This is an optimization exercise on Yosys and OpenROAD, whose aim is small area, a short achievable clock period and few clock cycles per item, not a production implementation.
Where RTL was checked, it was by simulation tests only, not by an equivalence proof against the original.

==> inputs of run E <==
==> flow/design.v (excerpt) <==
module Final(
    rst_n,
    clk,
    in_valid,
    weight_valid,
    I,
    W,
    out_valid,
    OUT
);
export LEC_CHECK = 0
export CAP_MARGIN = 20
export CORE_MARGIN = 2
export CORE_UTILIZATION = 40
export SETUP_SLACK_MARGIN = 4.1
export SLEW_MARGIN = 20
export SYNTH_HIERARCHICAL = 1
create_clock -name core_clock -period 10.0 [get_ports {clk}]
standard.sh (not shown) runs the stock make flow with config.mk's settings and CLKGATE_MAP_FILE= SYNTH_SCRIPT=/design/flow/synth_recipe.tcl, a recipe that flattens the netlist after the stock synthesis.
==> flow/flow/run.sh <==
#!/bin/bash
# Own layout flow: the standard flow (standard.sh, unchanged synthesis and
# steps) with
#  - port buffers made from the small sky130_fd_sc_hd__buf_1 instead of the
#    default delay buffer;
#  - clock tree synthesis without dummy loads and with smaller clock buffers.
# The make output goes to standard_flow.log here; ORFS keeps each step's log
# under orfs/logs.
set -euo pipefail
export BUFFER_PORTS_ARGS="-buffer_cell sky130_fd_sc_hd__buf_1"
export CTS_ARGS="-sink_clustering_enable -repair_clock_nets -dont_use_dummy_load -buf_list {sky130_fd_sc_hd__clkbuf_4 sky130_fd_sc_hd__clkbuf_8} -root_buf sky130_fd_sc_hd__clkbuf_8"
bash standard.sh > standard_flow.log 2>&1
==> inputs of run P, as changes to run E <==
- SETUP_SLACK_MARGIN: 4.1 -> 3.9
==> inputs of run M, as changes to run E <==
- SETUP_SLACK_MARGIN: 4.1 -> 4
==> comparison <==
In run E the via count is higher than in run M, by about 1.7%.
Routed wire length: run M is lower than run P (about 0.9%).
Clock skew: run P is lower than run M (0.0064 ns).
Fmax: run E < run P < run M.
Sequential share of layout area: run E is lower than run P (0.60 points).
Testbench counts of run E, summed over its fixed seeds: cycles 3,200, items 3,200.
Testbench counts of run P, summed over its fixed seeds: cycles 3,200, items 3,200.
Testbench counts of run M, summed over its fixed seeds: cycles 3,200, items 3,200.


==> inputs of run a <==
Another version of the RTL of Final (not shown whole).
Settings: LEC_CHECK=0, CAP_MARGIN=20, CORE_MARGIN=2, CORE_UTILIZATION=40, SETUP_SLACK_MARGIN=4, SLEW_MARGIN=20, SYNTH_HIERARCHICAL=1; clock period 10.0 ns.
==> flow/flow/run.sh <==
#!/bin/bash
# Own layout flow: the standard flow (standard.sh, unchanged synthesis and
# steps) with
#  - port buffers made from the small sky130_fd_sc_hd__buf_1 instead of the
#    default delay buffer;
#  - clock tree synthesis without dummy loads and with smaller clock buffers.
# The make output goes to standard_flow.log here; ORFS keeps each step's log
# under orfs/logs.
set -euo pipefail
export BUFFER_PORTS_ARGS="-buffer_cell sky130_fd_sc_hd__buf_1"
export CTS_ARGS="-sink_clustering_enable -repair_clock_nets -dont_use_dummy_load -buf_list {sky130_fd_sc_hd__clkbuf_8 sky130_fd_sc_hd__clkbuf_16} -root_buf sky130_fd_sc_hd__clkbuf_16"
bash standard.sh > standard_flow.log 2>&1
==> run b: changes against run a <==
--- a/flow/design.v
+++ b/flow/design.v
@@ -15,13 +15,13 @@
     input [127:0] I;
     input [127:0] W;
     output reg out_valid;
     output [12:0] OUT;
   reg          wz;
   reg  [127:0] weight;
-  wire [127:0] wn = weight_valid ? W : weight;
+  wire [127:0] wn = ({128{weight_valid}} & W) | ({128{~weight_valid & ~wz}} & weight);
   always @(posedge clk or negedge rst_n)
     if (~rst_n)            wz <= 1'b1;
     else if (weight_valid) wz <= 1'b0;
   always @(posedge clk)
     weight <= wn;
   always @(posedge clk or negedge rst_n)
@@ -2092,12 +2092,12 @@
     cs[59] <= c907;
     cs[60] <= c911;
     cs[61] <= c913;
   end
   wire [12:0] ra = {1'b0, ~c989, ~c987, ~c979, ~c971, ~c963, ~c955, ~c947, ~c939, ~c931, ~s928, ~s920, ~s914};
   wire [12:0] rb = {1'b0, ~c991, ~s990, ~s986, ~s978, ~s970, ~s962, ~s954, ~s946, ~s938, ~s930, ~s922, ~s916};
-  assign OUT = (ra + rb) & {13{~wz}};
+  assign OUT = ra + rb;
 endmodule
 module Final_fa(input a, input b, input c, output s, output co);
   assign s = a ^ b ^ c;
   assign co = (a & b) | (a & c) | (b & c);
 endmodule
==> flow/flow/run.sh (replaced) <==
#!/bin/bash
# Own layout flow: the standard flow (standard.sh, unchanged synthesis and
# steps) with the port buffers made from the small sky130_fd_sc_hd__buf_1
# instead of the default delay buffer. Each tool's output goes to a log here.
set -euo pipefail
export BUFFER_PORTS_ARGS="-buffer_cell sky130_fd_sc_hd__buf_1"
bash standard.sh > standard_flow.log 2>&1
Settings changed: SETUP_SLACK_MARGIN 4 to 3.5.
==> results.yml <==
outcome:
  status: "no timing/DRC/antenna violations"
critical_path:
  ff2ff_setup_slack_ns: 4.95
  r2r_end: "cs[35]"
  cpPeakStageDelay_ns: 0.53
  rr_worst_depth: 13
  path_cells: "clkbuf_16 -> nor2_4 -> buf_4 -> buf_4 -> buf_4 -> a22o_1 -> nand2_1 -> fa_1 -> fa_1 -> fa_1 -> fa_1 -> fa_1 -> fa_1 -> fa_1"
  r2r-start: "wz"
sta:
  setup_slack_ns: 3.66
global_route:
  grt_max_degree: 74
floorplan:
  taps: 585
detailed_routing:
  wl_met3_microns: 4250
  vias: 12100
placed_design:
  place_inst: 2300
synthesis:
  yosys-top-cells-area: "fa_1, dfxtp_1, nand2_1"
  synthCells: 1458
  seq_area_frac_synth_pct: 21.8
cells_and_area:
  drive_gt1_share_pct: 4.56
Source of the figures above: run b

==> results.yml <==
critical_path:
  rr_worst_depth: 9
  path_cells: "clkbuf_16 -> mux2_2 -> nand2_1 -> fa_1 -> fa_2 -> fa_1 -> fa_1 -> fa_1 -> fa_1 -> fa_1"
  ff2ff_setup_slack_ns: 5.54
synthesis:
  yosys-top-cells-area: "fa_1, dfxtp_1, nand2_1"
  seq_area_frac_synth_pct: 21.5
outcome:
  status: "no timing/DRC/antenna violations"
detailed_routing:
  wl_met3_microns: 4700
  vias: 11900
cells_and_area:
  drive_gt1_share_pct: 14.6
floorplan:
  taps: 592
placed_design:
  place_inst: 2304
Source of the figures above: run a

Testbench counts of run a, summed over its fixed seeds: cycles 3,200, items 3,200.
The RTL of run b was laid out without a check of its function.

==> afterwards: timing with drivers on the ports <==
The flow's constraints put no driver on any port. The routed layouts listed below were extracted and timed again, unchanged, in two steps.
Step 1 (the two cells are an assumption about what drives the block):
set clk [get_ports {clk}]
set_driving_cell -lib_cell sky130_fd_sc_hd__clkbuf_16 $clk
set_driving_cell -lib_cell sky130_fd_sc_hd__buf_2 [delete_from_list [all_inputs] $clk]
Step 2 also shifts input and output timing later by t, the mid clock arrival at the registers, as if the neighbouring blocks saw the same clock.
Three values: ideal ports, drivers, drivers and shift; two values: the first two.
run | t (ns) | slack for setup (ns) | worst setup path at the end | cell pins on the clock port's net
run E | 0.609 | 3.944 / 3.893 / 3.357 | input to register | 1
run P | 0.615 | 4.004 / 3.846 / 3.231 | input to register | 1
run M | 0.615 | 4.047 / 3.945 / 3.330 | input to register | 1
run a | 0.549 | 4.022 / 3.892 / 3.342 | input to register | 1
run b | 0.520 | 3.658 / 3.669 / 3.150 | input to register | 1
After both steps every run listed still meets setup and hold. The setup slack of run P, which loses most, moves by -0.158 ns with the drivers and by -0.773 ns with both steps.
